Source: an optimization exercise on an open RTL-to-GDS flow (aim: small area, a short achievable clock period and few clock cycles). Production flows keep margins and buffers that such runs may drop. The RTL of this run was laid out without a check of its function. No activity file was given, so power comes from the tool's default toggle rates.

==> flow/run.sh <==
#!/bin/bash
# synth_recipe.tcl (not shown) runs the flow's synth.tcl, then flattens the netlist and writes it again
# the make line also repeats each setting of config.mk as NAME=value (left out here)
make -C /OpenROAD-flow-scripts/flow DESIGN_CONFIG=/design/flow/config.mk WORK_HOME=/design/flow/orfs CLKGATE_MAP_FILE= SYNTH_SCRIPT=/design/flow/synth_recipe.tcl finish
==> flow/config.mk <==
export PLATFORM = sky130hd
export DESIGN_NAME = processor
export DESIGN_NICKNAME = processor
export VERILOG_FILES = /design/flow/design.v
export SDC_FILE = /design/flow/constraint.sdc
export NUM_CORES = 8
export LEC_CHECK = 0
export CAP_MARGIN = 40
export CORE_MARGIN = 2
export CORE_UTILIZATION = 40
export SLEW_MARGIN = 40
==> flow/constraint.sdc <==
create_clock -name core_clock -period 32.0 [get_ports {clk}]
set_input_delay 6.4000 -clock core_clock [delete_from_list [all_inputs] [get_ports {clk}]]
set_output_delay 6.4000 -clock core_clock [all_outputs]
set_load 0.01 [all_outputs]
==> flow/design.v <==
module processor (clk,rst,imem_addr,imem_data,dmem_addr,dmem_wdata,dmem_we,dmem_re,dmem_rdata,stat);
    input clk;
    input rst;                   
    output [7:0] imem_addr;
    input [79:0] imem_data;
    output [7:0] dmem_addr;
    output [63:0] dmem_wdata;
    output dmem_we;
    output dmem_re;
    input [63:0] dmem_rdata;
    output [3:0] stat;           
    localparam [3:0] S_AOK = 4'b1000, S_HLT = 4'b0100, S_ADR = 4'b0010, S_INS = 4'b0001;
    integer i;
    function cond(input [3:0] fn, input zf, input lt);
        case (fn)
            4'h0: cond = 1'b1;
            4'h1: cond = lt | zf;
            4'h2: cond = lt;
            4'h3: cond = zf;
            4'h4: cond = ~zf;
            4'h5: cond = ~lt;
            4'h6: cond = ~lt & ~zf;
            default: cond = 1'b0;
        endcase
    endfunction
    reg [7:0]  pc;
    reg        pc_bad;
    reg        d_live;
    reg [3:0]  d_stat;
    reg        d_cmov, d_irmov, d_rm, d_mr, d_opq, d_jxx, d_call, d_ret, d_push, d_pop;
    reg [3:0]  d_fn;
    reg [14:0] d_selA, d_selB;   
    reg        d_hA, d_hB;       
    reg        d_sA, d_sB;       
    reg [3:0]  d_dst;
    reg        d_wmem;
    reg [63:0] d_valC;           
    reg [8:0]  d_valP;
    reg        d_pred;           
    reg        d_pred_dir;       
    reg [8:0]  d_alt;            
    reg        d_retf;           
    reg        x_live;
    reg [3:0]  x_stat;
    reg        x_cmov, x_rm, x_mr, x_opq, x_call, x_ret, x_push, x_pop;
    reg        x_sub, x_and, x_xor;
    reg [3:0]  x_fn;
    reg [3:0]  x_dst;
    reg        x_wmem;
    reg        x_retf;
    reg [63:0] x_valA;           
    reg [63:0] x_valB;           
    reg [63:0] x_valY;           
    reg [7:0]  x_maddr;          
    reg        x_st_ok;          
    reg        cc_zf, cc_lt;
    reg        stopped;
    reg [3:0]  stop_stat;
    reg [63:0] rf [0:14];
    wire [63:0] sum = x_valB + x_valY + {63'd0, x_sub};
    wire [63:0] pp = x_valB ^ x_valY;
    wire [63:0] gg = x_valB & x_valY;
    wire [63:0] oo = x_valB | x_valY;
    wire [63:0] valE = x_and ? gg : x_xor ? pp : sum;
    wire zf_sum = (pp == {oo[62:0], x_sub});
    wire e_zf = x_and ? (gg == 64'd0) : x_xor ? (pp == 64'd0) : zf_sum;
    wire n63 = x_sub ? (x_valY[63] ^ (&x_valY[62:0])) : x_valY[63];
    wire e_lt = x_and ? gg[63] : x_xor ? pp[63] : ((n63 == x_valB[63]) ? x_valB[63] : sum[63]);
    wire c8 = (x_valB[7:0] + x_valY[7:0]) > 9'd255;
    wire x_addr_rsp = x_pop | x_ret;
    wire x_memop = x_rm | x_mr | x_call | x_ret | x_push | x_pop;
    wire x_store = x_rm | x_push | x_call;
    wire ld_ok = x_addr_rsp ? (x_valB[63:8] == 56'd0) :
                 ((pp[8] == c8) & (pp[63:9] == oo[62:8]));
    wire mem_bad = x_memop & ~(x_store ? x_st_ok : ld_ok);
    wire x_go = x_live & ~stopped & (x_stat == S_AOK);
    wire x_port = x_go & x_memop & ~x_retf;      
    assign dmem_addr  = x_port ? x_maddr : rf[4][7:0];
    assign dmem_wdata = x_valA;
    assign dmem_we    = x_go & x_store & x_st_ok;
    assign dmem_re    = 1'b1;
    wire [63:0] wval = x_wmem ? dmem_rdata : valE;
    wire w1 = x_go & (x_dst != 4'hF) & (~x_cmov | cond(x_fn, cc_zf, cc_lt));
    wire w2 = x_go & x_pop;                      
    function [63:0] rf_init(input integer k);
        case (k)
            1: rf_init = 64'd1;   2: rf_init = 64'd2;   3: rf_init = 64'd3;
            4: rf_init = 64'd14;  7: rf_init = 64'd18;  8: rf_init = 64'd30;
            9: rf_init = 64'd20;  10: rf_init = 64'd22; 13: rf_init = 64'd1;
            14: rf_init = 64'd10;
            default: rf_init = 64'd0;
        endcase
    endfunction
    wire [63:0] wd0 = wval & {64{~rst}};
    wire [63:0] wd1 = wval | {64{rst}};
    wire [63:0] wr4 = valE & {64{~rst}};
    always @(posedge clk) begin
        for (i = 0; i < 15; i = i + 1) begin
            if (rst || (w1 && x_dst == i))
                rf[i] <= (rf_init(i) & wd1) | (~rf_init(i) & wd0);
            else if (i == 4 && w2)
                rf[i] <= wr4;
        end
    end
    always @(posedge clk) begin
        if (rst) begin
            cc_zf <= 1'b0;
            cc_lt <= 1'b0;
        end else if (x_go & x_opq) begin
            cc_zf <= e_zf;
            cc_lt <= e_lt;
        end
    end
    always @(posedge clk) begin
        if (rst) begin
            stopped <= 1'b0;
            stop_stat <= S_AOK;
        end else if (x_live & ~stopped & ((x_stat != S_AOK) | mem_bad)) begin
            stopped <= 1'b1;
            stop_stat <= (x_stat != S_AOK) ? x_stat : S_ADR;
        end
    end
    assign stat = stopped ? stop_stat : (x_live ? x_stat : S_AOK);
    wire nz = (x_live & x_opq) ? e_zf : cc_zf;
    wire nl = (x_live & x_opq) ? e_lt : cc_lt;
    reg [63:0] rdA, rdB;
    always @(*) begin
        rdA = 64'd0;
        rdB = 64'd0;
        for (i = 0; i < 15; i = i + 1) begin
            rdA = rdA | ({64{d_selA[i]}} & rf[i]);
            rdB = rdB | ({64{d_selB[i]}} & rf[i]);
        end
    end
    wire hA1 = d_hA & w1, hB1 = d_hB & w1;
    wire hA2 = d_sA & w2, hB2 = d_sB & w2;
    wire [63:0] nA = (hA1 | hA2) ? valE : rdA;
    wire [63:0] nB = (hB1 | hB2) ? valE : rdB;
    wire [63:0] fA = (hA1 & x_wmem) ? dmem_rdata : nA;
    wire [63:0] fB = (hB1 & x_wmem) ? dmem_rdata : nB;
    wire d_store = d_rm | d_push | d_call;
    wire d_hold = d_live & d_store & hB1 & x_wmem;
    wire [7:0] d_aoff = (d_pop | d_ret) ? 8'd0 : d_valC[7:0];
    wire [8:0] d_lo = {1'b0, fB[7:0]} + {1'b0, d_aoff};
    wire [8:0] n_lo = {1'b0, nB[7:0]} + {1'b0, d_aoff};
    wire [63:0] npp = nB ^ d_valC;
    wire [63:0] noo = nB | d_valC;
    wire d_st_ok = (npp[8] == n_lo[8]) & (npp[63:9] == noo[62:8]);
    wire d_taken = cond(d_fn, nz, nl);
    wire d_miss = d_live & d_jxx & d_pred & (d_taken != d_pred_dir);
    assign imem_addr = pc;
    wire [3:0]  f_icode = imem_data[79:76];
    wire [3:0]  f_ifun  = imem_data[75:72];
    wire [3:0]  f_rA    = imem_data[71:68];
    wire [3:0]  f_rB    = imem_data[67:64];
    wire [63:0] f_valC  = imem_data[63:0];
    wire [63:0] f_dest  = imem_data[71:8];
    wire f_ok = ~pc_bad & (f_icode != 4'h0) & (f_icode < 4'hC);
    wire [3:0] f_stat = pc_bad ? S_ADR : (f_icode >= 4'hC) ? S_INS :
                        (f_icode == 4'h0) ? S_HLT : S_AOK;
    wire f_cmov = f_icode == 4'h2;
    wire f_opq  = f_icode == 4'h6;
    wire f_jxx  = f_icode == 4'h7;
    wire f_call = f_icode == 4'h8;
    wire f_ret  = f_icode == 4'h9;
    wire f_usesA = f_cmov | (f_icode == 4'h4) | f_opq | (f_icode == 4'hA);
    wire f_usesB = (f_icode == 4'h4) | (f_icode == 4'h5) | f_opq;
    wire f_stack = f_call | f_ret | (f_icode == 4'hA) | (f_icode == 4'hB);
    wire f_down  = f_call | (f_icode == 4'hA);
    wire [3:0] f_srcA = f_usesA ? f_rA : 4'hF;
    wire [3:0] f_srcB = f_stack ? 4'd4 : f_usesB ? f_rB : 4'hF;
    wire [8:0] pc1  = {1'b0, pc} + 9'd1;
    wire [8:0] pc2  = {1'b0, pc} + 9'd2;
    wire [8:0] pc9  = {1'b0, pc} + 9'd9;
    wire [8:0] pc10 = {1'b0, pc} + 9'd10;
    reg  [8:0] f_valP;
    always @(*) begin
        case (f_icode)
            4'h2, 4'h6, 4'hA, 4'hB: f_valP = pc2;
            4'h3, 4'h4, 4'h5: f_valP = pc10;
            4'h7, 4'h8: f_valP = pc9;
            default: f_valP = pc1;
        endcase
    end
    wire [8:0] f_tgt = {f_dest[63:8] != 56'd0, f_dest[7:0]};
    wire f_known = ~(d_live & d_opq);
    wire f_back  = ~f_tgt[8] & (f_tgt[7:0] <= pc);
    wire f_dir   = f_known ? cond(f_ifun, nz, nl) : f_back;
    wire f_taken = f_call | (f_jxx & f_dir);
    wire x_rsp = x_live & (x_memop | (x_dst == 4'd4));
    wire d_rsp = d_live & (d_store | d_pop | d_ret | (d_dst == 4'd4));
    wire f_retf = f_ok & f_ret & ~x_rsp & ~d_rsp;
    wire d_retd = d_live & d_ret & ~d_retf & ~x_rsp;     
    wire x_retx = x_live & x_ret & ~x_retf;               
    wire [8:0] rd_tgt = {dmem_rdata[63:8] != 56'd0, dmem_rdata[7:0]};
    wire kill_d = x_retx;
    wire kill_f = x_retx | d_retd | d_miss;
    wire hold   = d_hold & ~kill_d;
    always @(posedge clk) begin
        if (rst) begin
            pc <= 8'd0;
            pc_bad <= 1'b0;
        end else if (x_retx | d_retd) begin
            {pc_bad, pc} <= rd_tgt;
        end else if (d_miss) begin
            {pc_bad, pc} <= d_alt;
        end else if (hold) begin
            {pc_bad, pc} <= {pc_bad, pc};
        end else if (f_retf) begin
            {pc_bad, pc} <= rd_tgt;
        end else if (f_taken) begin
            {pc_bad, pc} <= f_tgt;
        end else begin
            {pc_bad, pc} <= f_valP;
        end
    end
    always @(posedge clk) begin
        if (rst)
            d_live <= 1'b0;
        else if (~hold)
            d_live <= ~kill_f;
    end
    always @(posedge clk) begin
        if (~hold) begin
            d_stat  <= f_stat;
            d_cmov  <= f_ok & f_cmov;
            d_irmov <= f_ok & (f_icode == 4'h3);
            d_rm    <= f_ok & (f_icode == 4'h4);
            d_mr    <= f_ok & (f_icode == 4'h5);
            d_opq   <= f_ok & f_opq;
            d_jxx   <= f_ok & f_jxx;
            d_call  <= f_ok & f_call;
            d_ret   <= f_ok & f_ret;
            d_push  <= f_ok & (f_icode == 4'hA);
            d_pop   <= f_ok & (f_icode == 4'hB);
            d_fn    <= f_ifun;
            for (i = 0; i < 15; i = i + 1) begin
                d_selA[i] <= (f_srcA == i);
                d_selB[i] <= (f_srcB == i);
            end
            d_hA <= (f_srcA != 4'hF) & (f_srcA == d_dst);
            d_hB <= (f_srcB != 4'hF) & (f_srcB == d_dst);
            d_sA <= (f_srcA == 4'd4) & d_pop;
            d_sB <= (f_srcB == 4'd4) & d_pop;
            case (f_icode)
                4'h2, 4'h3, 4'h6: d_dst <= f_rB;
                4'h5, 4'hB:       d_dst <= f_rA;
                4'h8, 4'h9, 4'hA: d_dst <= 4'd4;
                default:          d_dst <= 4'hF;
            endcase
            d_wmem <= (f_icode == 4'h5) | (f_icode == 4'hB);
            d_valC <= f_down ? 64'hFFFF_FFFF_FFFF_FFF8 : f_stack ? 64'd8 : f_valC;
            d_valP <= f_valP;
            d_pred <= f_jxx & ~f_known;
            d_pred_dir <= f_back;
            d_alt <= f_back ? f_valP : f_tgt;
            d_retf <= f_retf;
        end
    end
    always @(posedge clk) begin
        if (rst)
            x_live <= 1'b0;
        else
            x_live <= d_live & ~kill_d & ~hold;
    end
    always @(posedge clk) begin
        x_stat  <= d_stat;
        x_cmov  <= d_cmov;
        x_rm    <= d_rm;
        x_mr    <= d_mr;
        x_opq   <= d_opq;
        x_call  <= d_call;
        x_ret   <= d_ret;
        x_push  <= d_push;
        x_pop   <= d_pop;
        x_sub   <= d_opq & (d_fn[1:0] == 2'd1);
        x_and   <= d_opq & (d_fn[1:0] == 2'd2);
        x_xor   <= d_opq & (d_fn[1:0] == 2'd3);
        x_fn    <= d_fn;
        x_dst   <= d_dst;
        x_wmem  <= d_wmem;
        x_retf  <= d_retf | d_retd;
        x_valA  <= d_call ? {55'd0, d_valP} : fA;
        x_valB  <= fB;
        x_valY  <= (d_opq | d_cmov) ? (fA ^ {64{d_opq & (d_fn[1:0] == 2'd1)}}) : d_valC;
        x_maddr <= d_lo[7:0];
        x_st_ok <= d_st_ok;
    end
endmodule
==> impl_metrics.tcl <==
set metrics [dict create \
    grt_use_total_pct 38.09 \
    max_cap_violations 0 \
    number_of_vias_after_detailed_routing 57902 \
    cts_resized 0 \
    globalplace.congestion 1.030 \
    final.setup.worst_slack_ns 21.48 \
    ys_seq_elements 1345 \
    fin_total_pwr_mw 5.174 \
    wl_per_instance_um 40.84 \
    synth_largest_type_area_fraction_pct 49.67 \
    area_growth_pct 15.40 \
    run_status "no timing/DRC/antenna violations" \
    fin_area_sq_um 76820 \
    vdd.ir_drop.worst_mv 0.05983 \
    synthFlopType "edfxtp_1" \
    first_global_vias 53594 \
    synth_cell_type_count 93 \
    worstPathArrival_ns 4.12 \
    firstDrtPassIters 9 \
    timing.critical_path.slowest_cell_delay_ns 0.72 \
    power.density_cell_area_nw_per_um2 67.36 \
    maximum_number_of_pins_on_one_net_before_global_route_repair 86 \
    post_cts.repair.setup_buffers 0 \
    final_cell_count_no_fill 8148 \
    dpl-instance-area_sq_um 71780 \
    die_area_sq_um 169700 \
    worstMarginPinSlew_ns 1.042 \
    finalCritPeriodShare_pct 32.89 \
    hold_viol_final 0 \
    antenna_left 0 \
    worst_ep_required_time_ns 25.60 \
    grt_first_pass_wirelength_mm 448.8 \
    place.detailed.instances 7863 \
    synth.net_count 6113 \
    startpoint_class_of_the_critical_path "flop" \
    avgSynthCellArea_sq_um 11.57 \
    synth-edff-count 1101 \
    synthTopCellsByArea "edfxtp_1 50%, dfxtp_1 7.3%, ha_1 3.9%, a22oi_1 3.8%, a22o_1 3.3%" \
    clkTransAtPathRegs_ns 0.06 \
    worstHoldPathType "reg -> reg" \
    holdBufCountCts 0 \
    htreeDepth 4 \
    drc_errors 0 \
    clock_tree_from_tritoncts "yes" \
    synth.cell_area_sq_um 66560 \
    finalSetupViolations 0 \
    path_common_cell "buf_4" \
    cts_buffers 145 \
    synthArstFlopShare_pct 0 \
    cts.sinks 1345 \
    rsz0062_at_grt "no" \
    core_sq_um 165200 \
    root_buffer "clkbuf_16" \
    cp_slowest_cell "or4b_2" \
    synth_sequential_area_ratio_pct 57.01 \
    cp_max_fo 8 \
    critical_path_class "reg -> out" \
    post-dp-hpwl_mm 220.3 \
    power.leakage_nw 27.82 \
    nNetsFinal 6182 \
    via_per_inst 7.106 \
    dp_slack_ns 21.67 \
    max-clock-path-buffers 3 \
    max_transition_margin_pct 30.06 \
    gr-total-overflow 0 \
    ys_warn_count 2 \
    clock_skew_ns 0.04637 \
    wl_mm 332.7 \
    period_minus_slack_ns 10.52 \
    die_width_um 411.9 \
    first_iter_violations 12247 \
    floorplan.initialDensity_pct 40.30 \
    netlist_instances 5755 \
    clk-insertion-delay-late_ns 0.82 \
    slew_limit_fails 0 \
    crit_chain "or4b_2 > nor2_1 > buf_4 > clkinv_1 > nor3_2 > buf_4 > mux2_2 > clkdlybuf4s50_1" \
    fmaxAchievable_mhz 95.02 \
    critical_path.endpoint_type "output pin" \
    totalNegativeSetupSlack_ns 0 \
    layout-drive-gt1-share_pct 9.490 \
    std_cell_rows 149 \
    floorplan.die.height_um 411.9 \
    synth_area_leader_cell "edfxtp_1" \
    initial_antenna_violation_count 41 \
    placement.io_buffers 230 \
    ios 232 \
    filler_cell_count 14969 \
]
==> state kept, by name (all words and copies together) (netlist names), 8 cells and up <==
signal / count
rf: 960
d_valC: 64
x_valA: 64
x_valB: 64
x_valY: 64
d_selA: 15
d_selB: 15
d_alt: 9
d_valP: 9
pc: 8
x_maddr: 8
==> final timing paths <==
kind	start	to	slack [ns]	depth (start not counted)
setup reg to reg	x_sub$_DFF_P_	x_st_ok$_DFF_P_	23.14	24
hold / removal	d_wmem$_DFFE_PN_	x_wmem$_DFF_P_	0.34	0
setup / recovery	x_stat[0]$_DFF_P_	dmem_addr[6]	21.48	8
hold reg to reg	d_wmem$_DFFE_PN_	x_wmem$_DFF_P_	0.34	0
==> cells in the mapped netlist (19+ instances only) <==
master	count
edfxtp_1	1101
clkbuf_1	345
a22oi_1	334
a21oi_1	333
nand2_1	320
nor2_1	291
a22o_1	248
dfxtp_1	244
inv_1	244
a221oi_1	231
ha_1	208
o21ai_0	201
a222oi_1	128
nand3_1	117
a21o_1	112
nand4_1	111
and3_1	110
nor4_1	109
xnor2_1	93
mux2i_1	88
buf_1	85
xor2_1	85
a31oi_1	72
nor3_1	58
o22ai_1	51
mux2_2	42
nand2b_1	28
a211oi_1	27
and2_1	25
nor2b_1	25
o21a_1	22
o211ai_1	20
or3_1	20
buf_2	19
==> metal layers <==
layer / track usage [%] / part of all wire, % / vias up
met4: 23.69 / 7.6 / 12
li1: - / - / 22930
met2: 55.25 / 42 / 5232
met3: 9.227 / 13 / 1107
met1: 51.18 / 37 / 28621
met5: 0 / 0.024 / -
==> area by class of cell <==
type	instances	area, sq um	area share (%)
sequential	1345	37950	49.40
multi-input combinational	3707	26470	34.46
clock buffer	169	3822	4.976
timing repair buffer	378	3794	4.939
tap	2189	2739	3.565
clock inverter	97	1069	1.391
inverter	247	933.4	1.215
antenna	16	40.04	0.05212
==> critical path: cells and delay by family (launching register included) <==
kind / cells / cell delay (ns)
muxes: 1 / 0.34
DFF: 1 / 0.32
and+or+nand+nor: 3 / 1.45
buffers and inverters: 4 / 1.19
==> through the flow <==
stage / utilization (%) / hold slack, ns
final: 46.51 / 0.3420
after global routing: 46.49 / 0.3491
after CTS: 46.42 / 0.3450
after detailed placement: 43.46 / 0.3307
after global placement: 43.17 / 0.3280
after floorplan: - / 0.3233
==> cell families after synthesis <==
logic type	Yosys count	share of synthesized area (%)
AO/OA/AOI/OAI	1919	21.04
flip-flops	1345	57.01
AND/OR/NAND/NOR	1266	9.457
buffers and inverters	703	4.062
adder cells (fa/ha/maj)	212	4.030
XOR/XNOR	178	2.342
multiplexers	131	2.056
other	1	0.005634
==> power by group <==
group | switching, mW | leakage (nW) | internal, mW
sequential | 0.165 | 13.4 | 2.21
combinational | 0.745 | 12.1 | 0.298
clock | 0.764 | 2.39 | 0.996
==> placed cells by master (no fill, tap or decap), drive strengths merged, types with 27 or more instances in the layout <==
cell	Yosys	layout
nand4	112	112
a222oi	128	128
a31oi	72	72
a221oi	231	231
inv	245	253
xor2	85	85
xnor2	93	93
nor4	110	110
nand3	117	117
nand2b	28	28
a21o	112	112
a21oi	335	335
clkinv	2	69
dfxtp	244	244
o21ai	203	203
ha	208	208
o22ai	51	51
edfxtp	1101	1101
nor2	291	291
a22oi	334	334
clkbuf	345	169
and3	111	111
a211oi	27	27
clkdlybuf4s50	0	229
mux2i	88	88
mux2	43	43
nor3	59	59
nand2	320	320
buf	111	149
a22o	248	248

[what the ideal ports hide]
In the flow no input, the clock included, has a driving cell. The finished layout below was timed again as built, in two steps.
Step 1 (the two cells are an assumption about what drives the block):
set clk [get_ports {clk}]
set_driving_cell -lib_cell sky130_fd_sc_hd__clkbuf_16 $clk
set_driving_cell -lib_cell sky130_fd_sc_hd__buf_2 [delete_from_list [all_inputs] $clk]
Step 2 times the ports against the registers' clock, not the clock port: input delays grow and output delays shrink by t, the midpoint of the rising clock arrivals with the driver on.
a / b / c = ideal / step 1 / step 2; a / b = the first two.
shift t [ns]: 0.877
slack for setup (ns): 21.476 / 21.397 / 21.605
worst setup path after step 2: input to register
clock arrival spread, ns: 0.048 / 0.048
pins driven straight from the clock port: 1
After both steps this run still meets setup and hold. The setup slack of this run moves by -0.079 ns with the drivers and by +0.129 ns with both steps.
